This is an optimization exercise on Yosys and OpenROAD, whose aim is small area, a short achievable clock period and few clock cycles, not a production implementation. The RTL of this run was laid out without a check of its function. Power is estimated from default activity; no workload was simulated.

--- design/flow/run.sh ---
#!/bin/bash
# synth_recipe.tcl (not shown) runs the flow's synth.tcl, then flattens the netlist and writes it again
# the make line also repeats each setting of config.mk as NAME=value (left out here)
make -C /OpenROAD-flow-scripts/flow DESIGN_CONFIG=/design/flow/config.mk WORK_HOME=/design/flow/orfs CLKGATE_MAP_FILE= SYNTH_SCRIPT=/design/flow/synth_recipe.tcl finish
--- design/flow/config.mk ---
export PLATFORM = sky130hd
export DESIGN_NAME = levinson_top
export DESIGN_NICKNAME = levinson_top
export VERILOG_FILES = /design/flow/design.v
export SDC_FILE = /design/flow/constraint.sdc
export NUM_CORES = 8
export LEC_CHECK = 0
export ABC_AREA = 1
export CAP_MARGIN = 20
export CORE_MARGIN = 2
export CORE_UTILIZATION = 40
export PLACE_DENSITY = 0.6
export SLEW_MARGIN = 20
--- design/flow/constraint.sdc ---
create_clock -name core_clock -period 20.0 [get_ports {clock}]
set_input_delay 4.0000 -clock core_clock [delete_from_list [all_inputs] [get_ports {clock}]]
set_output_delay 4.0000 -clock core_clock [all_outputs]
set_load 0.01 [all_outputs]
--- design/flow/design.v ---
module bmul16(a, b, s, c);
	input [15:0] a, b;
	output [31:0] s, c;
	wire one0 = b[0] ^ 1'b0;
	wire two0 = (b[1] & ~b[0] & ~1'b0) | (~b[1] & b[0] & 1'b0);
	wire neg0 = b[1];
	wire pp0_0 = ((one0 & a[0]) | (two0 & 1'b0)) ^ neg0;
	wire pp0_1 = ((one0 & a[1]) | (two0 & a[0])) ^ neg0;
	wire pp0_2 = ((one0 & a[2]) | (two0 & a[1])) ^ neg0;
	wire pp0_3 = ((one0 & a[3]) | (two0 & a[2])) ^ neg0;
	wire pp0_4 = ((one0 & a[4]) | (two0 & a[3])) ^ neg0;
	wire pp0_5 = ((one0 & a[5]) | (two0 & a[4])) ^ neg0;
	wire pp0_6 = ((one0 & a[6]) | (two0 & a[5])) ^ neg0;
	wire pp0_7 = ((one0 & a[7]) | (two0 & a[6])) ^ neg0;
	wire pp0_8 = ((one0 & a[8]) | (two0 & a[7])) ^ neg0;
	wire pp0_9 = ((one0 & a[9]) | (two0 & a[8])) ^ neg0;
	wire pp0_10 = ((one0 & a[10]) | (two0 & a[9])) ^ neg0;
	wire pp0_11 = ((one0 & a[11]) | (two0 & a[10])) ^ neg0;
	wire pp0_12 = ((one0 & a[12]) | (two0 & a[11])) ^ neg0;
	wire pp0_13 = ((one0 & a[13]) | (two0 & a[12])) ^ neg0;
	wire pp0_14 = ((one0 & a[14]) | (two0 & a[13])) ^ neg0;
	wire pp0_15 = ((one0 & a[15]) | (two0 & a[14])) ^ neg0;
	wire pp0_16 = ((one0 & a[15]) | (two0 & a[15])) ^ neg0;
	wire ne0 = ~pp0_16;
	wire one1 = b[2] ^ b[1];
	wire two1 = (b[3] & ~b[2] & ~b[1]) | (~b[3] & b[2] & b[1]);
	wire neg1 = b[3];
	wire pp1_0 = ((one1 & a[0]) | (two1 & 1'b0)) ^ neg1;
	wire pp1_1 = ((one1 & a[1]) | (two1 & a[0])) ^ neg1;
	wire pp1_2 = ((one1 & a[2]) | (two1 & a[1])) ^ neg1;
	wire pp1_3 = ((one1 & a[3]) | (two1 & a[2])) ^ neg1;
	wire pp1_4 = ((one1 & a[4]) | (two1 & a[3])) ^ neg1;
	wire pp1_5 = ((one1 & a[5]) | (two1 & a[4])) ^ neg1;
	wire pp1_6 = ((one1 & a[6]) | (two1 & a[5])) ^ neg1;
	wire pp1_7 = ((one1 & a[7]) | (two1 & a[6])) ^ neg1;
	wire pp1_8 = ((one1 & a[8]) | (two1 & a[7])) ^ neg1;
	wire pp1_9 = ((one1 & a[9]) | (two1 & a[8])) ^ neg1;
	wire pp1_10 = ((one1 & a[10]) | (two1 & a[9])) ^ neg1;
	wire pp1_11 = ((one1 & a[11]) | (two1 & a[10])) ^ neg1;
	wire pp1_12 = ((one1 & a[12]) | (two1 & a[11])) ^ neg1;
	wire pp1_13 = ((one1 & a[13]) | (two1 & a[12])) ^ neg1;
	wire pp1_14 = ((one1 & a[14]) | (two1 & a[13])) ^ neg1;
	wire pp1_15 = ((one1 & a[15]) | (two1 & a[14])) ^ neg1;
	wire pp1_16 = ((one1 & a[15]) | (two1 & a[15])) ^ neg1;
	wire ne1 = ~pp1_16;
	wire one2 = b[4] ^ b[3];
	wire two2 = (b[5] & ~b[4] & ~b[3]) | (~b[5] & b[4] & b[3]);
	wire neg2 = b[5];
	wire pp2_0 = ((one2 & a[0]) | (two2 & 1'b0)) ^ neg2;
	wire pp2_1 = ((one2 & a[1]) | (two2 & a[0])) ^ neg2;
	wire pp2_2 = ((one2 & a[2]) | (two2 & a[1])) ^ neg2;
	wire pp2_3 = ((one2 & a[3]) | (two2 & a[2])) ^ neg2;
	wire pp2_4 = ((one2 & a[4]) | (two2 & a[3])) ^ neg2;
	wire pp2_5 = ((one2 & a[5]) | (two2 & a[4])) ^ neg2;
	wire pp2_6 = ((one2 & a[6]) | (two2 & a[5])) ^ neg2;
	wire pp2_7 = ((one2 & a[7]) | (two2 & a[6])) ^ neg2;
	wire pp2_8 = ((one2 & a[8]) | (two2 & a[7])) ^ neg2;
	wire pp2_9 = ((one2 & a[9]) | (two2 & a[8])) ^ neg2;
	wire pp2_10 = ((one2 & a[10]) | (two2 & a[9])) ^ neg2;
	wire pp2_11 = ((one2 & a[11]) | (two2 & a[10])) ^ neg2;
	wire pp2_12 = ((one2 & a[12]) | (two2 & a[11])) ^ neg2;
	wire pp2_13 = ((one2 & a[13]) | (two2 & a[12])) ^ neg2;
	wire pp2_14 = ((one2 & a[14]) | (two2 & a[13])) ^ neg2;
	wire pp2_15 = ((one2 & a[15]) | (two2 & a[14])) ^ neg2;
	wire pp2_16 = ((one2 & a[15]) | (two2 & a[15])) ^ neg2;
	wire ne2 = ~pp2_16;
	wire one3 = b[6] ^ b[5];
	wire two3 = (b[7] & ~b[6] & ~b[5]) | (~b[7] & b[6] & b[5]);
	wire neg3 = b[7];
	wire pp3_0 = ((one3 & a[0]) | (two3 & 1'b0)) ^ neg3;
	wire pp3_1 = ((one3 & a[1]) | (two3 & a[0])) ^ neg3;
	wire pp3_2 = ((one3 & a[2]) | (two3 & a[1])) ^ neg3;
	wire pp3_3 = ((one3 & a[3]) | (two3 & a[2])) ^ neg3;
	wire pp3_4 = ((one3 & a[4]) | (two3 & a[3])) ^ neg3;
	wire pp3_5 = ((one3 & a[5]) | (two3 & a[4])) ^ neg3;
	wire pp3_6 = ((one3 & a[6]) | (two3 & a[5])) ^ neg3;
	wire pp3_7 = ((one3 & a[7]) | (two3 & a[6])) ^ neg3;
	wire pp3_8 = ((one3 & a[8]) | (two3 & a[7])) ^ neg3;
	wire pp3_9 = ((one3 & a[9]) | (two3 & a[8])) ^ neg3;
	wire pp3_10 = ((one3 & a[10]) | (two3 & a[9])) ^ neg3;
	wire pp3_11 = ((one3 & a[11]) | (two3 & a[10])) ^ neg3;
	wire pp3_12 = ((one3 & a[12]) | (two3 & a[11])) ^ neg3;
	wire pp3_13 = ((one3 & a[13]) | (two3 & a[12])) ^ neg3;
	wire pp3_14 = ((one3 & a[14]) | (two3 & a[13])) ^ neg3;
	wire pp3_15 = ((one3 & a[15]) | (two3 & a[14])) ^ neg3;
	wire pp3_16 = ((one3 & a[15]) | (two3 & a[15])) ^ neg3;
	wire ne3 = ~pp3_16;
	wire one4 = b[8] ^ b[7];
	wire two4 = (b[9] & ~b[8] & ~b[7]) | (~b[9] & b[8] & b[7]);
	wire neg4 = b[9];
	wire pp4_0 = ((one4 & a[0]) | (two4 & 1'b0)) ^ neg4;
	wire pp4_1 = ((one4 & a[1]) | (two4 & a[0])) ^ neg4;
	wire pp4_2 = ((one4 & a[2]) | (two4 & a[1])) ^ neg4;
	wire pp4_3 = ((one4 & a[3]) | (two4 & a[2])) ^ neg4;
	wire pp4_4 = ((one4 & a[4]) | (two4 & a[3])) ^ neg4;
	wire pp4_5 = ((one4 & a[5]) | (two4 & a[4])) ^ neg4;
	wire pp4_6 = ((one4 & a[6]) | (two4 & a[5])) ^ neg4;
	wire pp4_7 = ((one4 & a[7]) | (two4 & a[6])) ^ neg4;
	wire pp4_8 = ((one4 & a[8]) | (two4 & a[7])) ^ neg4;
	wire pp4_9 = ((one4 & a[9]) | (two4 & a[8])) ^ neg4;
	wire pp4_10 = ((one4 & a[10]) | (two4 & a[9])) ^ neg4;
	wire pp4_11 = ((one4 & a[11]) | (two4 & a[10])) ^ neg4;
	wire pp4_12 = ((one4 & a[12]) | (two4 & a[11])) ^ neg4;
	wire pp4_13 = ((one4 & a[13]) | (two4 & a[12])) ^ neg4;
	wire pp4_14 = ((one4 & a[14]) | (two4 & a[13])) ^ neg4;
	wire pp4_15 = ((one4 & a[15]) | (two4 & a[14])) ^ neg4;
	wire pp4_16 = ((one4 & a[15]) | (two4 & a[15])) ^ neg4;
	wire ne4 = ~pp4_16;
	wire one5 = b[10] ^ b[9];
	wire two5 = (b[11] & ~b[10] & ~b[9]) | (~b[11] & b[10] & b[9]);
	wire neg5 = b[11];
	wire pp5_0 = ((one5 & a[0]) | (two5 & 1'b0)) ^ neg5;
	wire pp5_1 = ((one5 & a[1]) | (two5 & a[0])) ^ neg5;
	wire pp5_2 = ((one5 & a[2]) | (two5 & a[1])) ^ neg5;
	wire pp5_3 = ((one5 & a[3]) | (two5 & a[2])) ^ neg5;
	wire pp5_4 = ((one5 & a[4]) | (two5 & a[3])) ^ neg5;
	wire pp5_5 = ((one5 & a[5]) | (two5 & a[4])) ^ neg5;
	wire pp5_6 = ((one5 & a[6]) | (two5 & a[5])) ^ neg5;
	wire pp5_7 = ((one5 & a[7]) | (two5 & a[6])) ^ neg5;
	wire pp5_8 = ((one5 & a[8]) | (two5 & a[7])) ^ neg5;
	wire pp5_9 = ((one5 & a[9]) | (two5 & a[8])) ^ neg5;
	wire pp5_10 = ((one5 & a[10]) | (two5 & a[9])) ^ neg5;
	wire pp5_11 = ((one5 & a[11]) | (two5 & a[10])) ^ neg5;
	wire pp5_12 = ((one5 & a[12]) | (two5 & a[11])) ^ neg5;
	wire pp5_13 = ((one5 & a[13]) | (two5 & a[12])) ^ neg5;
	wire pp5_14 = ((one5 & a[14]) | (two5 & a[13])) ^ neg5;
	wire pp5_15 = ((one5 & a[15]) | (two5 & a[14])) ^ neg5;
	wire pp5_16 = ((one5 & a[15]) | (two5 & a[15])) ^ neg5;
	wire ne5 = ~pp5_16;
	wire one6 = b[12] ^ b[11];
	wire two6 = (b[13] & ~b[12] & ~b[11]) | (~b[13] & b[12] & b[11]);
	wire neg6 = b[13];
	wire pp6_0 = ((one6 & a[0]) | (two6 & 1'b0)) ^ neg6;
	wire pp6_1 = ((one6 & a[1]) | (two6 & a[0])) ^ neg6;
	wire pp6_2 = ((one6 & a[2]) | (two6 & a[1])) ^ neg6;
	wire pp6_3 = ((one6 & a[3]) | (two6 & a[2])) ^ neg6;
	wire pp6_4 = ((one6 & a[4]) | (two6 & a[3])) ^ neg6;
	wire pp6_5 = ((one6 & a[5]) | (two6 & a[4])) ^ neg6;
	wire pp6_6 = ((one6 & a[6]) | (two6 & a[5])) ^ neg6;
	wire pp6_7 = ((one6 & a[7]) | (two6 & a[6])) ^ neg6;
	wire pp6_8 = ((one6 & a[8]) | (two6 & a[7])) ^ neg6;
	wire pp6_9 = ((one6 & a[9]) | (two6 & a[8])) ^ neg6;
	wire pp6_10 = ((one6 & a[10]) | (two6 & a[9])) ^ neg6;
	wire pp6_11 = ((one6 & a[11]) | (two6 & a[10])) ^ neg6;
	wire pp6_12 = ((one6 & a[12]) | (two6 & a[11])) ^ neg6;
	wire pp6_13 = ((one6 & a[13]) | (two6 & a[12])) ^ neg6;
	wire pp6_14 = ((one6 & a[14]) | (two6 & a[13])) ^ neg6;
	wire pp6_15 = ((one6 & a[15]) | (two6 & a[14])) ^ neg6;
	wire pp6_16 = ((one6 & a[15]) | (two6 & a[15])) ^ neg6;
	wire ne6 = ~pp6_16;
	wire one7 = b[14] ^ b[13];
	wire two7 = (b[15] & ~b[14] & ~b[13]) | (~b[15] & b[14] & b[13]);
	wire neg7 = b[15];
	wire pp7_0 = ((one7 & a[0]) | (two7 & 1'b0)) ^ neg7;
	wire pp7_1 = ((one7 & a[1]) | (two7 & a[0])) ^ neg7;
	wire pp7_2 = ((one7 & a[2]) | (two7 & a[1])) ^ neg7;
	wire pp7_3 = ((one7 & a[3]) | (two7 & a[2])) ^ neg7;
	wire pp7_4 = ((one7 & a[4]) | (two7 & a[3])) ^ neg7;
	wire pp7_5 = ((one7 & a[5]) | (two7 & a[4])) ^ neg7;
	wire pp7_6 = ((one7 & a[6]) | (two7 & a[5])) ^ neg7;
	wire pp7_7 = ((one7 & a[7]) | (two7 & a[6])) ^ neg7;
	wire pp7_8 = ((one7 & a[8]) | (two7 & a[7])) ^ neg7;
	wire pp7_9 = ((one7 & a[9]) | (two7 & a[8])) ^ neg7;
	wire pp7_10 = ((one7 & a[10]) | (two7 & a[9])) ^ neg7;
	wire pp7_11 = ((one7 & a[11]) | (two7 & a[10])) ^ neg7;
	wire pp7_12 = ((one7 & a[12]) | (two7 & a[11])) ^ neg7;
	wire pp7_13 = ((one7 & a[13]) | (two7 & a[12])) ^ neg7;
	wire pp7_14 = ((one7 & a[14]) | (two7 & a[13])) ^ neg7;
	wire pp7_15 = ((one7 & a[15]) | (two7 & a[14])) ^ neg7;
	wire pp7_16 = ((one7 & a[15]) | (two7 & a[15])) ^ neg7;
	wire ne7 = ~pp7_16;
	wire s1 = pp0_10 ^ pp1_8;
	wire c2 = pp0_10 & pp1_8;
	wire s3 = pp0_11 ^ pp1_9;
	wire c4 = pp0_11 & pp1_9;
	wire s5 = pp0_12 ^ pp1_10 ^ pp2_8;
	wire c6 = (pp0_12 & pp1_10) | (pp0_12 & pp2_8) | (pp1_10 & pp2_8);
	wire s7 = pp3_6 ^ pp4_4;
	wire c8 = pp3_6 & pp4_4;
	wire s9 = pp0_13 ^ pp1_11 ^ pp2_9;
	wire c10 = (pp0_13 & pp1_11) | (pp0_13 & pp2_9) | (pp1_11 & pp2_9);
	wire s11 = pp3_7 ^ pp4_5;
	wire c12 = pp3_7 & pp4_5;
	wire s13 = pp0_14 ^ pp1_12 ^ pp2_10;
	wire c14 = (pp0_14 & pp1_12) | (pp0_14 & pp2_10) | (pp1_12 & pp2_10);
	wire s15 = pp3_8 ^ pp4_6 ^ pp5_4;
	wire c16 = (pp3_8 & pp4_6) | (pp3_8 & pp5_4) | (pp4_6 & pp5_4);
	wire s17 = pp6_2 ^ pp7_0;
	wire c18 = pp6_2 & pp7_0;
	wire s19 = pp0_15 ^ pp1_13 ^ pp2_11;
	wire c20 = (pp0_15 & pp1_13) | (pp0_15 & pp2_11) | (pp1_13 & pp2_11);
	wire s21 = pp3_9 ^ pp4_7 ^ pp5_5;
	wire c22 = (pp3_9 & pp4_7) | (pp3_9 & pp5_5) | (pp4_7 & pp5_5);
	wire s23 = pp6_3 ^ pp7_1;
	wire c24 = pp6_3 & pp7_1;
	wire s25 = ne0 ^ pp1_14 ^ pp2_12;
	wire c26 = (ne0 & pp1_14) | (ne0 & pp2_12) | (pp1_14 & pp2_12);
	wire s27 = pp3_10 ^ pp4_8 ^ pp5_6;
	wire c28 = (pp3_10 & pp4_8) | (pp3_10 & pp5_6) | (pp4_8 & pp5_6);
	wire s29 = pp6_4 ^ pp7_2 ^ 1'b1;
	wire c30 = (pp6_4 & pp7_2) | (pp6_4 & 1'b1) | (pp7_2 & 1'b1);
	wire s31 = pp1_15 ^ pp2_13 ^ pp3_11;
	wire c32 = (pp1_15 & pp2_13) | (pp1_15 & pp3_11) | (pp2_13 & pp3_11);
	wire s33 = pp4_9 ^ pp5_7 ^ pp6_5;
	wire c34 = (pp4_9 & pp5_7) | (pp4_9 & pp6_5) | (pp5_7 & pp6_5);
	wire s35 = pp7_3 ^ 1'b1;
	wire c36 = pp7_3 & 1'b1;
	wire s37 = ne1 ^ pp2_14 ^ pp3_12;
	wire c38 = (ne1 & pp2_14) | (ne1 & pp3_12) | (pp2_14 & pp3_12);
	wire s39 = pp4_10 ^ pp5_8 ^ pp6_6;
	wire c40 = (pp4_10 & pp5_8) | (pp4_10 & pp6_6) | (pp5_8 & pp6_6);
	wire s41 = pp2_15 ^ pp3_13 ^ pp4_11;
	wire c42 = (pp2_15 & pp3_13) | (pp2_15 & pp4_11) | (pp3_13 & pp4_11);
	wire s43 = pp5_9 ^ pp6_7;
	wire c44 = pp5_9 & pp6_7;
	wire s45 = ne2 ^ pp3_14 ^ pp4_12;
	wire c46 = (ne2 & pp3_14) | (ne2 & pp4_12) | (pp3_14 & pp4_12);
	wire s47 = pp3_15 ^ pp4_13;
	wire c48 = pp3_15 & pp4_13;
	wire s49 = pp0_6 ^ pp1_4;
	wire c50 = pp0_6 & pp1_4;
	wire s51 = pp0_7 ^ pp1_5;
	wire c52 = pp0_7 & pp1_5;
	wire s53 = pp0_8 ^ pp1_6 ^ pp2_4;
	wire c54 = (pp0_8 & pp1_6) | (pp0_8 & pp2_4) | (pp1_6 & pp2_4);
	wire s55 = pp3_2 ^ pp4_0;
	wire c56 = pp3_2 & pp4_0;
	wire s57 = pp0_9 ^ pp1_7 ^ pp2_5;
	wire c58 = (pp0_9 & pp1_7) | (pp0_9 & pp2_5) | (pp1_7 & pp2_5);
	wire s59 = pp3_3 ^ pp4_1;
	wire c60 = pp3_3 & pp4_1;
	wire s61 = s1 ^ pp2_6 ^ pp3_4;
	wire c62 = (s1 & pp2_6) | (s1 & pp3_4) | (pp2_6 & pp3_4);
	wire s63 = pp4_2 ^ pp5_0 ^ neg5;
	wire c64 = (pp4_2 & pp5_0) | (pp4_2 & neg5) | (pp5_0 & neg5);
	wire s65 = c2 ^ s3 ^ pp2_7;
	wire c66 = (c2 & s3) | (c2 & pp2_7) | (s3 & pp2_7);
	wire s67 = pp3_5 ^ pp4_3 ^ pp5_1;
	wire c68 = (pp3_5 & pp4_3) | (pp3_5 & pp5_1) | (pp4_3 & pp5_1);
	wire s69 = c4 ^ s5 ^ s7;
	wire c70 = (c4 & s5) | (c4 & s7) | (s5 & s7);
	wire s71 = pp5_2 ^ pp6_0 ^ neg6;
	wire c72 = (pp5_2 & pp6_0) | (pp5_2 & neg6) | (pp6_0 & neg6);
	wire s73 = c6 ^ c8 ^ s9;
	wire c74 = (c6 & c8) | (c6 & s9) | (c8 & s9);
	wire s75 = s11 ^ pp5_3 ^ pp6_1;
	wire c76 = (s11 & pp5_3) | (s11 & pp6_1) | (pp5_3 & pp6_1);
	wire s77 = c10 ^ c12 ^ s13;
	wire c78 = (c10 & c12) | (c10 & s13) | (c12 & s13);
	wire s79 = s15 ^ s17 ^ neg7;
	wire c80 = (s15 & s17) | (s15 & neg7) | (s17 & neg7);
	wire s81 = c14 ^ c16 ^ c18;
	wire c82 = (c14 & c16) | (c14 & c18) | (c16 & c18);
	wire s83 = s19 ^ s21 ^ s23;
	wire c84 = (s19 & s21) | (s19 & s23) | (s21 & s23);
	wire s85 = c20 ^ c22 ^ c24;
	wire c86 = (c20 & c22) | (c20 & c24) | (c22 & c24);
	wire s87 = s25 ^ s27 ^ s29;
	wire c88 = (s25 & s27) | (s25 & s29) | (s27 & s29);
	wire s89 = c26 ^ c28 ^ c30;
	wire c90 = (c26 & c28) | (c26 & c30) | (c28 & c30);
	wire s91 = s31 ^ s33 ^ s35;
	wire c92 = (s31 & s33) | (s31 & s35) | (s33 & s35);
	wire s93 = c32 ^ c34 ^ c36;
	wire c94 = (c32 & c34) | (c32 & c36) | (c34 & c36);
	wire s95 = s37 ^ s39 ^ pp7_4;
	wire c96 = (s37 & s39) | (s37 & pp7_4) | (s39 & pp7_4);
	wire s97 = c38 ^ c40 ^ s41;
	wire c98 = (c38 & c40) | (c38 & s41) | (c40 & s41);
	wire s99 = s43 ^ pp7_5 ^ 1'b1;
	wire c100 = (s43 & pp7_5) | (s43 & 1'b1) | (pp7_5 & 1'b1);
	wire s101 = c42 ^ c44 ^ s45;
	wire c102 = (c42 & c44) | (c42 & s45) | (c44 & s45);
	wire s103 = pp5_10 ^ pp6_8 ^ pp7_6;
	wire c104 = (pp5_10 & pp6_8) | (pp5_10 & pp7_6) | (pp6_8 & pp7_6);
	wire s105 = c46 ^ s47 ^ pp5_11;
	wire c106 = (c46 & s47) | (c46 & pp5_11) | (s47 & pp5_11);
	wire s107 = pp6_9 ^ pp7_7 ^ 1'b1;
	wire c108 = (pp6_9 & pp7_7) | (pp6_9 & 1'b1) | (pp7_7 & 1'b1);
	wire s109 = c48 ^ ne3 ^ pp4_14;
	wire c110 = (c48 & ne3) | (c48 & pp4_14) | (ne3 & pp4_14);
	wire s111 = pp5_12 ^ pp6_10 ^ pp7_8;
	wire c112 = (pp5_12 & pp6_10) | (pp5_12 & pp7_8) | (pp6_10 & pp7_8);
	wire s113 = pp4_15 ^ pp5_13 ^ pp6_11;
	wire c114 = (pp4_15 & pp5_13) | (pp4_15 & pp6_11) | (pp5_13 & pp6_11);
	wire s115 = pp7_9 ^ 1'b1;
	wire c116 = pp7_9 & 1'b1;
	wire s117 = ne4 ^ pp5_14 ^ pp6_12;
	wire c118 = (ne4 & pp5_14) | (ne4 & pp6_12) | (pp5_14 & pp6_12);
	wire s119 = pp5_15 ^ pp6_13;
	wire c120 = pp5_15 & pp6_13;
	wire s121 = pp0_4 ^ pp1_2;
	wire c122 = pp0_4 & pp1_2;
	wire s123 = pp0_5 ^ pp1_3;
	wire c124 = pp0_5 & pp1_3;
	wire s125 = s49 ^ pp2_2 ^ pp3_0;
	wire c126 = (s49 & pp2_2) | (s49 & pp3_0) | (pp2_2 & pp3_0);
	wire s127 = c50 ^ s51 ^ pp2_3;
	wire c128 = (c50 & s51) | (c50 & pp2_3) | (s51 & pp2_3);
	wire s129 = c52 ^ s53 ^ s55;
	wire c130 = (c52 & s53) | (c52 & s55) | (s53 & s55);
	wire s131 = c54 ^ c56 ^ s57;
	wire c132 = (c54 & c56) | (c54 & s57) | (c56 & s57);
	wire s133 = c58 ^ c60 ^ s61;
	wire c134 = (c58 & c60) | (c58 & s61) | (c60 & s61);
	wire s135 = c62 ^ c64 ^ s65;
	wire c136 = (c62 & c64) | (c62 & s65) | (c64 & s65);
	wire s137 = c66 ^ c68 ^ s69;
	wire c138 = (c66 & c68) | (c66 & s69) | (c68 & s69);
	wire s139 = c70 ^ c72 ^ s73;
	wire c140 = (c70 & c72) | (c70 & s73) | (c72 & s73);
	wire s141 = c74 ^ c76 ^ s77;
	wire c142 = (c74 & c76) | (c74 & s77) | (c76 & s77);
	wire s143 = c78 ^ c80 ^ s81;
	wire c144 = (c78 & c80) | (c78 & s81) | (c80 & s81);
	wire s145 = c82 ^ c84 ^ s85;
	wire c146 = (c82 & c84) | (c82 & s85) | (c84 & s85);
	wire s147 = c86 ^ c88 ^ s89;
	wire c148 = (c86 & c88) | (c86 & s89) | (c88 & s89);
	wire s149 = c90 ^ c92 ^ s93;
	wire c150 = (c90 & c92) | (c90 & s93) | (c92 & s93);
	wire s151 = c94 ^ c96 ^ s97;
	wire c152 = (c94 & c96) | (c94 & s97) | (c96 & s97);
	wire s153 = c98 ^ c100 ^ s101;
	wire c154 = (c98 & c100) | (c98 & s101) | (c100 & s101);
	wire s155 = c102 ^ c104 ^ s105;
	wire c156 = (c102 & c104) | (c102 & s105) | (c104 & s105);
	wire s157 = c106 ^ c108 ^ s109;
	wire c158 = (c106 & c108) | (c106 & s109) | (c108 & s109);
	wire s159 = c110 ^ c112 ^ s113;
	wire c160 = (c110 & c112) | (c110 & s113) | (c112 & s113);
	wire s161 = c114 ^ c116 ^ s117;
	wire c162 = (c114 & c116) | (c114 & s117) | (c116 & s117);
	wire s163 = c118 ^ s119 ^ pp7_11;
	wire c164 = (c118 & s119) | (c118 & pp7_11) | (s119 & pp7_11);
	wire s165 = c120 ^ ne5 ^ pp6_14;
	wire c166 = (c120 & ne5) | (c120 & pp6_14) | (ne5 & pp6_14);
	wire s167 = pp6_15 ^ pp7_13;
	wire c168 = pp6_15 & pp7_13;
	wire s169 = pp0_2 ^ pp1_0;
	wire c170 = pp0_2 & pp1_0;
	wire s171 = pp0_3 ^ pp1_1;
	wire c172 = pp0_3 & pp1_1;
	wire s173 = s121 ^ pp2_0 ^ neg2;
	wire c174 = (s121 & pp2_0) | (s121 & neg2) | (pp2_0 & neg2);
	wire s175 = c122 ^ s123 ^ pp2_1;
	wire c176 = (c122 & s123) | (c122 & pp2_1) | (s123 & pp2_1);
	wire s177 = c124 ^ s125 ^ neg3;
	wire c178 = (c124 & s125) | (c124 & neg3) | (s125 & neg3);
	wire s179 = c126 ^ s127 ^ pp3_1;
	wire c180 = (c126 & s127) | (c126 & pp3_1) | (s127 & pp3_1);
	wire s181 = c128 ^ s129 ^ neg4;
	wire c182 = (c128 & s129) | (c128 & neg4) | (s129 & neg4);
	wire s183 = c130 ^ s131 ^ s59;
	wire c184 = (c130 & s131) | (c130 & s59) | (s131 & s59);
	wire s185 = c132 ^ s133 ^ s63;
	wire c186 = (c132 & s133) | (c132 & s63) | (s133 & s63);
	wire s187 = c134 ^ s135 ^ s67;
	wire c188 = (c134 & s135) | (c134 & s67) | (s135 & s67);
	wire s189 = c136 ^ s137 ^ s71;
	wire c190 = (c136 & s137) | (c136 & s71) | (s137 & s71);
	wire s191 = c138 ^ s139 ^ s75;
	wire c192 = (c138 & s139) | (c138 & s75) | (s139 & s75);
	wire s193 = c140 ^ s141 ^ s79;
	wire c194 = (c140 & s141) | (c140 & s79) | (s141 & s79);
	wire s195 = c142 ^ s143 ^ s83;
	wire c196 = (c142 & s143) | (c142 & s83) | (s143 & s83);
	wire s197 = c144 ^ s145 ^ s87;
	wire c198 = (c144 & s145) | (c144 & s87) | (s145 & s87);
	wire s199 = c146 ^ s147 ^ s91;
	wire c200 = (c146 & s147) | (c146 & s91) | (s147 & s91);
	wire s201 = c148 ^ s149 ^ s95;
	wire c202 = (c148 & s149) | (c148 & s95) | (s149 & s95);
	wire s203 = c150 ^ s151 ^ s99;
	wire c204 = (c150 & s151) | (c150 & s99) | (s151 & s99);
	wire s205 = c152 ^ s153 ^ s103;
	wire c206 = (c152 & s153) | (c152 & s103) | (s153 & s103);
	wire s207 = c154 ^ s155 ^ s107;
	wire c208 = (c154 & s155) | (c154 & s107) | (s155 & s107);
	wire s209 = c156 ^ s157 ^ s111;
	wire c210 = (c156 & s157) | (c156 & s111) | (s157 & s111);
	wire s211 = c158 ^ s159 ^ s115;
	wire c212 = (c158 & s159) | (c158 & s115) | (s159 & s115);
	wire s213 = c160 ^ s161 ^ pp7_10;
	wire c214 = (c160 & s161) | (c160 & pp7_10) | (s161 & pp7_10);
	wire s215 = c162 ^ s163 ^ 1'b1;
	wire c216 = (c162 & s163) | (c162 & 1'b1) | (s163 & 1'b1);
	wire s217 = c164 ^ s165 ^ pp7_12;
	wire c218 = (c164 & s165) | (c164 & pp7_12) | (s165 & pp7_12);
	wire s219 = c166 ^ s167 ^ 1'b1;
	wire c220 = (c166 & s167) | (c166 & 1'b1) | (s167 & 1'b1);
	wire s221 = c168 ^ ne6 ^ pp7_14;
	wire c222 = (c168 & ne6) | (c168 & pp7_14) | (ne6 & pp7_14);
	wire s223 = pp7_15 ^ 1'b1;
	wire c224 = pp7_15 & 1'b1;
	assign s = {1'b1, c224, c222, c220, c218, c216, c214, c212, c210, c208, c206, c204, c202, c200, c198, c196, c194, c192, c190, c188, c186, c184, c182, c180, c178, c176, c174, c172, c170, s169, pp0_1, pp0_0};
	assign c = {1'b0, ne7, s223, s221, s219, s217, s215, s213, s211, s209, s207, s205, s203, s201, s199, s197, s195, s193, s191, s189, s187, s185, s183, s181, s179, s177, s175, s173, s171, neg1, 1'b0, neg0};
endmodule
`timescale 1ns / 1ps
module levinson_top(clock, reset, start, done,
	scratch_mem_read_addr, scratch_mem_in,
	scratch_mem_write_addr, scratch_mem_out, scratch_mem_write_en);
	input clock, reset, start;
	output done;
	output [11:0] scratch_mem_read_addr;
	input [31:0] scratch_mem_in;
	output [11:0] scratch_mem_write_addr;
	output [31:0] scratch_mem_out;
	output scratch_mem_write_en;
	localparam [31:0] MAX32 = 32'h7fff_ffff;
	localparam [31:0] MIN32 = 32'h8000_0000;
	localparam [2:0] T_NONE = 3'd0, T_KK = 3'd1, T_AL = 3'd2, T_I1 = 3'd3,
	                 T_I2 = 3'd4, T_FI = 3'd5, T_U = 3'd6, T_S = 3'd7;
	localparam [2:0] C_NONE = 3'd0, C_AL = 3'd2, C_I1 = 3'd3, C_I2 = 3'd4,
	                 C_FI = 3'd5, C_NXT = 3'd6;
	localparam [1:0] M_IDLE = 2'd0, M_RUN = 2'd1, M_RST = 2'd2;
	function [31:0] sadd;    
		input [31:0] a, b;
		reg [31:0] s;
		begin
			s = a + b;
			if (a[31] == b[31] && s[31] != a[31])
				sadd = a[31] ? MIN32 : MAX32;
			else
				sadd = s;
		end
	endfunction
	function [31:0] fmt;     
		input [31:0] x;
		fmt = {x[31:16], 1'b0, x[15:1]};
	endfunction
	function [31:0] comp;    
		input [31:0] x;
		comp = {x[31:16], x[14:0], 1'b0};
	endfunction
	function [4:0] nrm;      
		input [31:0] x;
		reg [31:0] v;
		reg [15:0] a1;  reg [15:0] c1;         
		reg [7:0] a2;   reg [15:0] c2;         
		reg [3:0] a3;   reg [11:0] c3;         
		reg [1:0] a4;   reg [7:0] c4;          
		integer i;
		begin
			v = {x[31:1] ^ x[30:0], 1'b1};
			for (i = 0; i < 16; i = i + 1) begin
				a1[i] = v[2*i+1] | v[2*i];
				c1[i] = ~v[2*i+1];
			end
			for (i = 0; i < 8; i = i + 1) begin
				a2[i] = a1[2*i+1] | a1[2*i];
				c2[2*i +: 2] = a1[2*i+1] ? {1'b0, c1[2*i+1]} : {1'b1, c1[2*i]};
			end
			for (i = 0; i < 4; i = i + 1) begin
				a3[i] = a2[2*i+1] | a2[2*i];
				c3[3*i +: 3] = a2[2*i+1] ? {1'b0, c2[4*i+2 +: 2]} : {1'b1, c2[4*i +: 2]};
			end
			for (i = 0; i < 2; i = i + 1) begin
				a4[i] = a3[2*i+1] | a3[2*i];
				c4[4*i +: 4] = a3[2*i+1] ? {1'b0, c3[6*i+3 +: 3]} : {1'b1, c3[6*i +: 3]};
			end
			nrm = a4[1] ? {1'b0, c4[7:4]} : {1'b1, c4[3:0]};
			if (x == 32'd0) nrm = 5'd0;
		end
	endfunction
	function [4:0] shl4s;    
		input [31:0] x;
		begin
			if (x[31] != x[30]) shl4s = 5'b00001;
			else if (x[31] != x[29]) shl4s = 5'b00010;
			else if (x[31] != x[28]) shl4s = 5'b00100;
			else if (x[31] != x[27]) shl4s = 5'b01000;
			else shl4s = 5'b10000;
		end
	endfunction
	function [11:0] bufa;    
		input b;
		input [3:0] idx;
		bufa = {4'h1, b ? 4'h5 : 4'h3, idx};
	endfunction
	reg [1:0] mode;
	reg p0, p1, p2;
	reg ma_lo, mb_lo, t_lm, a_ld, sh_k, ng_s, lz_k;
	reg [4:0] amtk;           
	reg t0pos;                
	reg pro;                  
	reg [3:0] it;             
	reg lit;                  
	reg [2:0] jat, jbt, jct;
	reg [3:0] jak, jbk, jck, jrk;
	reg ja_l, jb_l, jc_l;     
	reg r_u, r_s, r_s0, r_sl, r_al, r_i2, r_fi;
	reg [2:0] ch;             
	reg [2:0] chw;            
	reg [3:0] nu, ns;         
	reg [3:0] ul, sl;         
	reg [3:0] du;             
	reg sfirst;
	reg uf1, uf2, uf3, sf1, sf2;
	reg young;                
	reg f1, f2, f3, f4;       
	reg t1, t2;               
	reg unst;
	reg [3:0] dcnt;           
	reg [15:0] rem;
	reg [16:0] d3;            
	reg [5:0] ec;             
	reg [3:0] rcn;            
	reg [3:0] wm;
	reg [4:0] s4;
	reg sa_acc, sa_sum, sa_sh4, sb_ad, sb_acc, sb_mi;
	reg [31:0] X, Y, H, AD, acc, sum, K, alp, inv, MI;
	reg [31:0] ms, mc, T;
	reg [4:0] ex;
	reg [11:0] ra, wa;
	reg [31:0] wd;
	reg we, done_r;
	assign scratch_mem_read_addr = ra;
	assign scratch_mem_write_addr = wa;
	assign scratch_mem_out = wd;
	assign scratch_mem_write_en = we;
	assign done = done_r;
	wire [15:0] ma = ma_lo ? X[15:0] : X[31:16];
	wire [15:0] mb = mb_lo ? Y[15:0] : Y[31:16];
	wire [31:0] mps, mpc;
	bmul16 i_mul(.a(ma), .b(mb), .s(mps), .c(mpc));
	wire [31:0] P = ms + mc;
	wire p_big = (P == 32'h4000_0000);
	wire p_small = (P[31:3] == 29'd0) && (P[2:0] != 3'd0);
	wire [15:0] mq = p_small ? P[15:0] : (p_big ? 16'h7fff : P[30:15]);
	wire [31:0] t_next = t_lm ? (p_big ? MAX32 : {P[30:0], 1'b0}) : {{15{mq[15]}}, mq, 1'b0};
	wire [31:0] acc_next = a_ld ? T : sadd(acc, T);
	wire [4:0] lz = nrm(lz_k ? K : acc);
	wire [31:0] sh_out = (sh_k ? K : acc) << (sh_k ? amtk : lz);
	wire [31:0] shl2_acc = (acc[31] != acc[30]) ? acc :
	                       ((acc[31] != acc[29]) ? {acc[30:0], 1'b0} : {acc[29:0], 2'b0});
	wire [31:0] ng_in = ng_s ? sum : (r_fi ? shl2_acc : acc);
	wire [31:0] ng_out = (ng_in == MIN32) ? MAX32 : (~ng_in + 32'd1);
	wire [31:0] sh4 = ({32{s4[0]}} & sum) | ({32{s4[1]}} & {sum[30:0], 1'b0}) |
	                  ({32{s4[2]}} & {sum[29:0], 2'b0}) | ({32{s4[3]}} & {sum[28:0], 3'b0}) |
	                  ({32{s4[4]}} & {sum[27:0], 4'b0});
	wire [31:0] oa = ({32{sa_acc}} & acc) | ({32{sa_sum}} & sum) | ({32{sa_sh4}} & sh4);
	wire [31:0] ob = ({32{sb_ad}} & comp(AD)) | ({32{sb_acc}} & acc) | ({32{sb_mi}} & comp(MI));
	wire [31:0] o_raw = oa + ob;
	wire o_ovf = (oa[31] == ob[31]) && (o_raw[31] != oa[31]);
	wire [31:0] o_sum = o_ovf ? (oa[31] ? MIN32 : MAX32) : o_raw;
	wire [31:0] wd_v = f3 ? {{4{K[31]}}, K[31:4]} : o_sum;
	wire [31:0] wd_f = fmt(wd_v);
	wire [15:0] wd_hv = lit ? rnd_hi : K[31:16];
	wire [31:0] wd_h = {{16{wd_hv[15]}}, wd_hv};
	wire [16:0] rnd_y = (sum[31] == sum[30]) ? sum[30:14] : sum[31:15];    
	wire [15:0] rnd_hi = (rnd_y[16:1] == 16'h7fff && rnd_y[0]) ? 16'h7fff : rnd_y[16:1] + {15'd0, rnd_y[0]};
	wire [31:0] kk_post = {1'b0, ~(acc[31] ? ng_out[30:0] : acc[30:0])};    
	wire [31:0] i1_post = (acc == MIN32) ? 32'hffff_ffff :
	                      (acc[31] ? MAX32 : {1'b0, ~acc[30:0]});           
	wire u_avail = (ul != 4'd0);
	wire s_avail = (sl != 4'd0);
	wire [1:0] recent = {1'b0, uf1} + {1'b0, uf2} + {1'b0, uf3};
	wire s_ready = s_avail && (sfirst ? !young : (du >= {2'b0, recent}));
	wire fin_ok = !s_avail && !sf1 && !sf2;
	reg [2:0] dt;
	reg [3:0] dk;
	always @(*) begin
		dt = T_NONE;
		dk = 4'd0;
		if (ch == C_NXT) begin
			if (chw == 3'd0)
				dt = (it == 4'd9) ? T_U : T_KK;
		end else if (ch != C_NONE && chw == 3'd0 && (ch != C_FI || fin_ok)) begin
			dt = ch;
		end else if (u_avail && du < 4'd3) begin
			dt = T_U; dk = nu;
		end else if (s_ready) begin
			dt = T_S; dk = ns;
		end else if (u_avail) begin
			dt = T_U; dk = nu;
		end
	end
	wire signed [15:0] kh = K[31:16];
	wire k_unst = (kh > 16'sd32750) || (kh < -16'sd32750);
	wire [15:0] den = alp[31:16];
	wire [17:0] rb = {rem, 2'b00};                          
	wire [18:0] q1t = {1'b0, rb} - {3'b0, den};
	wire [18:0] q2t = {1'b0, rb} - {2'b0, den, 1'b0};
	wire [18:0] q3t = {1'b0, rb} - {2'b0, d3};
	wire [16:0] r2t = {rem, 1'b0} - {1'b0, den};            
	wire [3:0] um = it - 4'd1 - jck;    
	wire [3:0] rm = it - 4'd1 - jrk;    
	always @(posedge clock) begin
		ms <= mps;
		mc <= mpc;
		T <= t_next;
		acc <= acc_next;
		MI <= scratch_mem_in;
		we <= 1'b0;
		done_r <= 1'b0;
		if (dcnt != 4'd0) begin
			dcnt <= dcnt - 4'd1;
			if (dcnt == 4'd8) begin
				d3 <= {1'b0, den} + {den, 1'b0};
				rem <= r2t[16] ? {rem[14:0], 1'b0} : r2t[15:0];
				inv <= {15'd0, ~r2t[16], 16'd0};
			end else begin
				if (!q3t[18]) rem <= q3t[15:0];
				else if (!q2t[18]) rem <= q2t[15:0];
				else if (!q1t[18]) rem <= q1t[15:0];
				else rem <= rb[15:0];
				inv[31:16] <= {inv[29:16], !q3t[18] || !q2t[18], !q3t[18] || (q2t[18] && !q1t[18])};
			end
		end
		case (mode)
		M_IDLE: begin
			ra <= start ? 12'd273 : 12'd272;    
			mode <= start ? M_RUN : M_IDLE;
			pro <= start;
			p0 <= 1'b0; p1 <= 1'b1; p2 <= 1'b0;
			ma_lo <= 1'b0; mb_lo <= 1'b1; t_lm <= 1'b1; a_ld <= 1'b0;
			sh_k <= 1'b1; ng_s <= 1'b1; lz_k <= 1'b0;
			it <= 4'd0;
			lit <= 1'b0;
			ch <= C_I1;
			chw <= 3'd1;
			nu <= 4'd0; ns <= 4'd0; ul <= 4'd0; sl <= 4'd0; du <= 4'd0;
			sfirst <= 1'b1;
			uf1 <= 1'b0; uf2 <= 1'b0; uf3 <= 1'b0; sf1 <= 1'b0; sf2 <= 1'b0;
			young <= 1'b0;
			jat <= T_NONE; jbt <= T_NONE; jct <= T_NONE;
			r_u <= 1'b0; r_s <= 1'b0; r_s0 <= 1'b0; r_sl <= 1'b0;
			r_al <= 1'b0; r_i2 <= 1'b0; r_fi <= 1'b0;
			f1 <= 1'b0; f2 <= 1'b0; f3 <= 1'b0; f4 <= 1'b0;
			t1 <= 1'b0; t2 <= 1'b0;
			ec <= 6'd0;
			sa_acc <= 1'b0; sa_sum <= 1'b0; sa_sh4 <= 1'b0;
			sb_ad <= 1'b0; sb_acc <= 1'b0; sb_mi <= 1'b0;
		end
		M_RST: begin
			rcn <= rcn + 4'd1;
			if (rcn < 4'd10) ra <= 12'd321 + {8'd0, rcn};
			else ra <= 12'd358 + {8'd0, rcn};      
			if (rcn == 4'd0) begin
				we <= 1'b1; wa <= 12'd784; wd <= 32'd4096;
			end else if (rcn >= 4'd3 && rcn <= 4'd12) begin
				we <= 1'b1; wa <= 12'd782 + {8'd0, rcn}; wd <= MI;
			end else if (rcn >= 4'd13) begin
				we <= 1'b1; wa <= 12'd339 + {8'd0, rcn}; wd <= MI;
			end
			if (rcn == 4'd14) done_r <= 1'b1;
			if (rcn == 4'd15) begin
				mode <= M_IDLE;
				ra <= 12'd272;
			end
		end
		default: begin    
			p0 <= p2; p1 <= p0; p2 <= p1;
			ma_lo <= ~(p0 | p2); a_ld <= p1 & ~p0;
			mb_lo <= ~(p1 | p2); t_lm <= p0 & ~p2; sh_k <= p0 & ~p1;
			ng_s <= p0 | (p1 & p2); lz_k <= p2 & ~p1;
			if (lit) ec <= ec + 6'd1;
			sa_acc <= p1 & r_u;
			sa_sum <= p1 & r_s & ~r_s0;
			sb_ad <= p1 & r_u;
			sb_acc <= p1 & r_s;
			sa_sh4 <= p2 & ~lit;
			sb_mi <= p2 & ~lit;
			if (p0) begin
				if (jat == T_S) ra <= 12'd273 + {8'd0, jak};
				if (r_sl) ra <= 12'd273 + {8'd0, it};
				if (jbt == T_S) H <= MI;
				if (f1) begin
					amtk <= (ex < lz) ? ex : lz;
					f1 <= 1'b0;
					f2 <= 1'b1;
				end
				if (t1) begin
					sum <= o_sum;
					t1 <= 1'b0;
					t2 <= 1'b1;
				end
				if (f4) begin
					we <= 1'b1;
					wa <= 12'd351 + {8'd0, it};
					wd <= wd_h;
					f4 <= 1'b0;
					if (unst) begin
						mode <= M_RST;
						rcn <= 4'd0;
						dcnt <= 4'd0;
					end
				end
				if (lit) begin
					if (ec == 6'd7) ra <= 12'd352;
					if (ec == 6'd10) ra <= 12'd353;
					if (ec == 6'd10 || ec == 6'd13) begin
						we <= 1'b1;
						wa <= (ec == 6'd10) ? 12'd368 : 12'd369;
						wd <= MI;
					end
					if (ec == 6'd16) begin
						we <= 1'b1;
						wa <= 12'd784;
						wd <= 32'd4096;
					end
				end
			end
			if (p1) begin
				if (jct == T_U) ra <= bufa(~it[0], um);
				if (r_u) AD <= MI;
				if (t2) begin
					H <= fmt(sum[31] ? ng_out : sum);
					t0pos <= !sum[31] && (sum != 32'd0);
					t2 <= 1'b0;
				end
				if (f2) begin
					K <= sh_out;
					f2 <= 1'b0;
					f3 <= 1'b1;
				end
				if (lit && (ec == 6'd8 || (ec >= 6'd14 && ec <= 6'd38))) begin
					we <= 1'b1;
					wa <= {4'h3, 4'h1, wm};       
					wd <= wd_h;
				end
				if (pro) begin
					sum <= 32'd0;
					s4 <= 5'b00001;
					t1 <= 1'b1;
				end
			end
			if (p2) begin
				if (jat == T_U) ra <= bufa(~it[0], jak + 4'd1);
				else if (jat == T_S) ra <= bufa(it[0], it - jak);
				if (r_u) begin
					if (lit) begin
						sum <= o_sum;
						wm <= 4'd9 - jrk;
					end else begin
						we <= 1'b1;
						wa <= bufa(it[0], rm);
						wd <= wd_f;
					end
				end
				if (r_s) begin
					sum <= o_sum;
					s4 <= o_ovf ? 5'b00001 : shl4s(o_raw);
					if (r_sl) t1 <= 1'b1;
				end
				if (r_al) begin
					alp <= fmt(sh_out);
					ex <= ({1'b0, ex} + {1'b0, lz} > 6'd31) ? 5'd31 : ex + lz;
					dcnt <= 4'd8;
					rem <= 16'h3fff;
				end
				if (r_i2) inv <= fmt(acc);
				if (r_fi) begin
					K <= t0pos ? ng_out : shl2_acc;
					f1 <= 1'b1;
				end
				case (jbt)
				T_KK: begin X <= fmt(K); Y <= fmt(K); end
				T_AL: begin X <= alp; Y <= fmt(kk_post); end
				T_I1: begin X <= alp; Y <= inv; end
				T_I2: begin X <= fmt(i1_post); Y <= inv; end
				T_FI: begin X <= H; Y <= r_i2 ? fmt(acc) : inv; end
				T_U: begin X <= fmt(K); Y <= MI; end
				T_S: begin X <= H; Y <= MI; end
				default: ;
				endcase
				if (f3) begin
					we <= 1'b1;
					wa <= bufa(it[0], it);
					wd <= wd_f;
					unst <= (it >= 4'd2) && k_unst;
					f3 <= 1'b0;
					f4 <= 1'b1;
				end
				if (pro) begin
					pro <= 1'b0;
					alp <= MI;           
					ex <= 5'd0;
					dcnt <= 4'd8;
					rem <= 16'h3fff;
				end
				if (lit) begin
					if (ec == 6'd6) begin
						sum <= {{4{K[31]}}, K[31:5], 1'b0};
						wm <= 4'd10;
					end
					if (ec == 6'd9 || (ec >= 6'd15 && ec <= 6'd39)) begin
						we <= 1'b1;
						wa <= {4'h1, 4'h4, wm};       
						wd <= wd_h;
					end
					if (ec == 6'd39) done_r <= 1'b1;
				end
				jrk <= jck;
				r_u <= (jct == T_U);
				r_s <= (jct == T_S);
				r_s0 <= (jct == T_S) && (jck == 4'd0);
				r_sl <= (jct == T_S) && jc_l;
				r_al <= (jct == T_AL);
				r_i2 <= (jct == T_I2);
				r_fi <= (jct == T_FI);
				jct <= jbt; jck <= jbk; jc_l <= jb_l;
				jbt <= jat; jbk <= jak; jb_l <= ja_l;
				jat <= dt; jak <= dk; ja_l <= (dt == T_S) && (sl == 4'd1);
				uf3 <= uf2; uf2 <= uf1; uf1 <= (dt == T_U);
				sf2 <= sf1; sf1 <= (dt == T_S);
				young <= 1'b0;
				if (ch == C_NXT) begin
					if (chw == 3'd0) begin
						it <= it + 4'd1;
						ns <= 4'd0;
						sfirst <= 1'b1;
						young <= 1'b1;
						if (it == 4'd9) begin
							lit <= 1'b1;
							nu <= 4'd1;
							ul <= 4'd8;
							sl <= 4'd0;
							du <= 4'd1;
							ch <= C_NONE;
							ec <= 6'd1;
						end else begin
							nu <= 4'd0;
							ul <= it;
							sl <= it + 4'd1;
							du <= 4'd0;
							ch <= C_AL;
							chw <= 3'd1;
						end
					end else
						chw <= chw - 3'd1;
				end else if (dt == ch && ch != C_NONE) begin
					case (ch)
					C_AL: begin ch <= C_I1; chw <= 3'd4; end
					C_I1: begin ch <= C_I2; chw <= 3'd1; end
					C_I2: begin ch <= C_FI; chw <= 3'd1; end
					default: begin ch <= C_NXT; chw <= 3'd2; end
					endcase
				end else begin
					if (chw != 3'd0) chw <= chw - 3'd1;
					if (dt == T_U) begin
						nu <= nu + 4'd1;
						ul <= ul - 4'd1;
						du <= du + 4'd1;
					end
					if (dt == T_S) begin
						ns <= ns + 4'd1;
						sl <= sl - 4'd1;
						du <= du - 4'd1;
						sfirst <= 1'b0;
					end
				end
				if (lit && ec == 6'd39) begin
					mode <= M_IDLE;
					ra <= 12'd272;
				end
			end
		end
		endcase
		if (reset) begin
			mode <= M_IDLE;
			ra <= 12'd272;
			we <= 1'b0;
			done_r <= 1'b0;
		end
	end
endmodule
==> run summary <==
Sorting the synthesized cells by how often they occur yields sky130_fd_sc_hd__nand2_1, sky130_fd_sc_hd__inv_1, sky130_fd_sc_hd__o21ai_0. The tools report the core region area as 0.132 mm2. Clock-pin slew was measured on the worst setup and hold paths at 60 ps.

The master cell of the clock root buffer was sky130_fd_sc_hd__clkbuf_16. The reported max-cap violation count was 0; the worst slack after detailed placement was 13,990 ps. The die is 368 um wide. Post-route minimum period: 5830 ps. Dividing the detail-routed wire length by the instance count gives 25.3 um. For the die area, the log shows 0.136 mm2. The weighted congestion reported at the end of routability-driven placement was 1.02; the signal arrival time at the worst endpoint was 1830 ps. The count of pins over their slew limit was 0.

Among cell families on the critical path, the largest total delay comes from buffers and inverters. The share of the synthesized area in the top cell type was 23.2%; the power density relative to cell area was 147 mW/mm2. The routed layout has 55,194 vias. The number of antenna violations at the first check in global routing was 8; the violation count after the first detailed-route iteration was 7,414.

Setup repair after global routing left no endpoint under its margin. The logs give 50,784 for the via count of the first global-routing pass and 230,000 um for the overall routed net length. Setup violations remaining at the end of the flow were counted as 0.

The final-stage net count was 7,659; the first-pass GRT wire length was 337,000 um. The number of flip-flops and latches in the synthesized netlist is 634, and the pin count of the biggest net entering global routing is 72. The estimated wirelength of the detail-placed design is 177,000 um, and the pin slew with the least headroom to its limit is 1130 ps. From synthesis to final layout, the design area changed by 10.2%.

The run finished with no timing, DRC or antenna violations. The most frequent cell after synthesis is sky130_fd_sc_hd__nand2_1. Across the routed clock network, the largest skew measured is 48.9 ps. Before antenna repair, the detailed router went through 7 iterations. The dominant register cell in the synthesized netlist is sky130_fd_sc_hd__edfxtp_1.

The number of buffers and inverters on the critical path was 1; the number of buffers created by CTS was 82. Traced cell by cell, the critical path runs through clkdlybuf4s50_1. Setup slack closes at 14,170 ps.

In the synthesized netlist the async set-or-reset flop fraction comes to 0%. Yosys mapped a number of flops with a built-in enable equal to 410. The required arrival time at the worst endpoint is 16,000 ps, and the number of buffers inserted to repair setup after CTS is 0. The worst setup path is captured at a primary output. The path class of the tightest hold or removal check is flop to flop.

Of all nets on the critical path, the largest fanout is 3. Counting every instance in the synthesized netlist gives 7,382. Based on the critical path, the design can be clocked at up to 0.172 GHz.

A synthesized cell averages 7.19 um2. Across the VDD grid, the largest voltage drop is 0.0000738 V. Total power for the finished layout comes to 8.61 mW. The count of nets left with antenna violations once routing finished came out at 0. The logs give 31.6% for the share of the yosys chip area belonging to registers and 3 for the number of buffers on the longest clock path. Period utilization: 29.1%.

In this run, post-CTS repair resized a total of 0 instances. The detail-routed via count per cell is 6.06, and the number of I/O pins is 93. Global routing consumed, over all layers together, 32.9% of the routing resources. In this run the number of H-tree levels came out at 3. For this design, the CTS-stage hold fixing added 0 buffers. The floorplan has 133 rows. The share of layout cells above drive strength 1 is 5.08%. The final-report hold violation count came out at 0. Setup total negative slack on the finished layout was measured at 0 ps. TritonCTS built the clock tree. Clock net sink count: 634. The classification of the worst setup path was flop to primary output.

The count of buffers from port buffering is 92. Cell taking the most area after synthesis: sky130_fd_sc_hd__edfxtp_1. The later pin in the worst-skew pair is clocked with a latency of 720 ps.

The overall die height is 368 um, and the total congestion overflow is 0. The worst setup path is launched from a flop. After synthesis, the cell types taking the most area are sky130_fd_sc_hd__edfxtp_1, sky130_fd_sc_hd__nand2_1, sky130_fd_sc_hd__dfxtp_1, sky130_fd_sc_hd__o21ai_0, sky130_fd_sc_hd__ha_1. Headroom to the max-slew limit came out at 24.8%. The analysis attributes to cell leakage a power of 25.5 nW. Delay of the slowest cell on the worst path: 670 ps. The tools report the mapped cell area as 0.0531 mm2.

Critical-path cell with the highest stage delay: sky130_fd_sc_hd__clkdlybuf4s50_1. Number of warning messages in the yosys log: 1. The final routed DRC violation total was 0. The layout has 13,572 filler cells. The logs give 40.3% for the initial standard-cell utilization of the core and 74 for the number of distinct library cells after synthesis. The post-synth net total came out at 7,763.
-- per-stage QoR --
| step | cells | util, % | hold slack, ps | cell area, um2 |
|---|---|---|---|---|
| floorplan | 7382 | - | 400 | 53100 |
| global placement | 8946 | 42.2 | 403 | 55500 |
| detailed placement | 8946 | 42.2 | 406 | 55500 |
| CTS | 9100 | 44.4 | 424 | 58400 |
| global route | 9106 | 44.5 | 441 | 58500 |
| finish | 9109 | 44.5 | 421 | 58500 |
-- flip-flops by register name (all words and copies together) (netlist names), 12 cells and up --
register	count
ra	12
AD	31
ms	31
wd	32
T	32
K	32
wa	12
rem	16
alp	32
sum	32
acc	32
d3	17
mc	30
MI	32
inv	32
X	32
H	32
Y	32
-- per-layer routing --
| layer | GRT usage, % | up-vias | routed length, um |
|---|---|---|---|
| met4 | 17.7 | 6 | 14400 |
| met3 | 6.37 | 543 | 21800 |
| met2 | 49.7 | 2931 | 98900 |
| met5 | 0 | - | 42 |
| met1 | 44.1 | 26514 | 95300 |
| li1 | - | 25200 | - |
-- path summary, 6_finish.rpt --
path | slack (ps) | to | start | depth (start not counted)
min | 420 | jck[3] | jbk[3] | 0
min reg2reg | 420 | jck[3] | jbk[3] | 0
max reg2reg | 14220 | wd[16] | s4[2] | 20
max | 14170 | scratch_mem_out[6] | wd[6] | 1
-- report_power, final --
group	leakage, nW	internal [mW]	switching [mW]
clock	1.44	0.976	0.657
combinational	18.3	1.64	3.38
sequential	5.81	1.73	0.231
total	25.5	4.34	4.27
-- logic make-up (layout without fill, tap and decap cells) --
family,count (synthesis),in the layout,synth area share [%]
buffers and inverters,1219,1185,9.01
AND/OR/NAND/NOR,2803,2803,22.2
AO/OA/AOI/OAI,2070,2070,22.6
flip-flops,634,634,31.6
multiplexers,7,7,0.132
other,0,6,0
adder cells (fa/ha/maj),346,346,9.47
XOR/XNOR,303,303,5.00
-- layout by cell type (no fill, tap or decap), types with 53 or more instances in the layout --
master and instances:
sky130_fd_sc_hd__a21oi_1 619, sky130_fd_sc_hd__a221oi_1 55, sky130_fd_sc_hd__a22oi_1 62, sky130_fd_sc_hd__buf_4 123
sky130_fd_sc_hd__clkbuf_16 86, sky130_fd_sc_hd__clkdlybuf4s50_1 92, sky130_fd_sc_hd__dfxtp_1 223, sky130_fd_sc_hd__edfxtp_1 410
sky130_fd_sc_hd__fa_1 93, sky130_fd_sc_hd__ha_1 253, sky130_fd_sc_hd__inv_1 778, sky130_fd_sc_hd__nand2_1 1664
sky130_fd_sc_hd__nand3_1 475, sky130_fd_sc_hd__nand4_1 55, sky130_fd_sc_hd__nor2_1 413, sky130_fd_sc_hd__nor3_1 63
sky130_fd_sc_hd__o211ai_1 111, sky130_fd_sc_hd__o21ai_0 726, sky130_fd_sc_hd__o21ai_1 53, sky130_fd_sc_hd__o221ai_1 81
sky130_fd_sc_hd__o22ai_1 178, sky130_fd_sc_hd__xnor2_1 71, sky130_fd_sc_hd__xor2_1 232
-- cell type report --
| cell class | instances | area (um2) | share of cell area (%) |
|---|---|---|---|
| flip-flops and latches | 634 | 16800 | 28.7 |
| well taps | 1755 | 2200 | 3.75 |
| repair buffers | 218 | 1900 | 3.25 |
| diodes | 6 | 15.0 | 0.0257 |
| inverters | 813 | 3060 | 5.22 |
| clock buffers | 116 | 2410 | 4.13 |
| multi-input cells | 5529 | 31600 | 54.0 |
| clock inverters | 38 | 536 | 0.915 |

what the ideal ports hide:
How much do the figures lean on ideal ports? The routed layout below was timed once more, with nothing changed but the port constraints. Step 1, drivers: a clkbuf_16 drives clock and a buf_2 each remaining input, both assumed. Step 2 times the ports against the registers' clock, not the clock port: input delays grow and output delays shrink by t, the midpoint of the rising clock arrivals with the driver on. Three values: ideal ports, drivers, drivers and shift; two values: the first two.
t, ns: 0.779
setup slack, ns: 14.173 / 14.089 / 13.912
worst slew at a driven data input, ns: 0.12
After both steps setup and hold are still met in this run. The setup slack of this run moves by -0.084 ns with the drivers and by -0.261 ns with both steps.
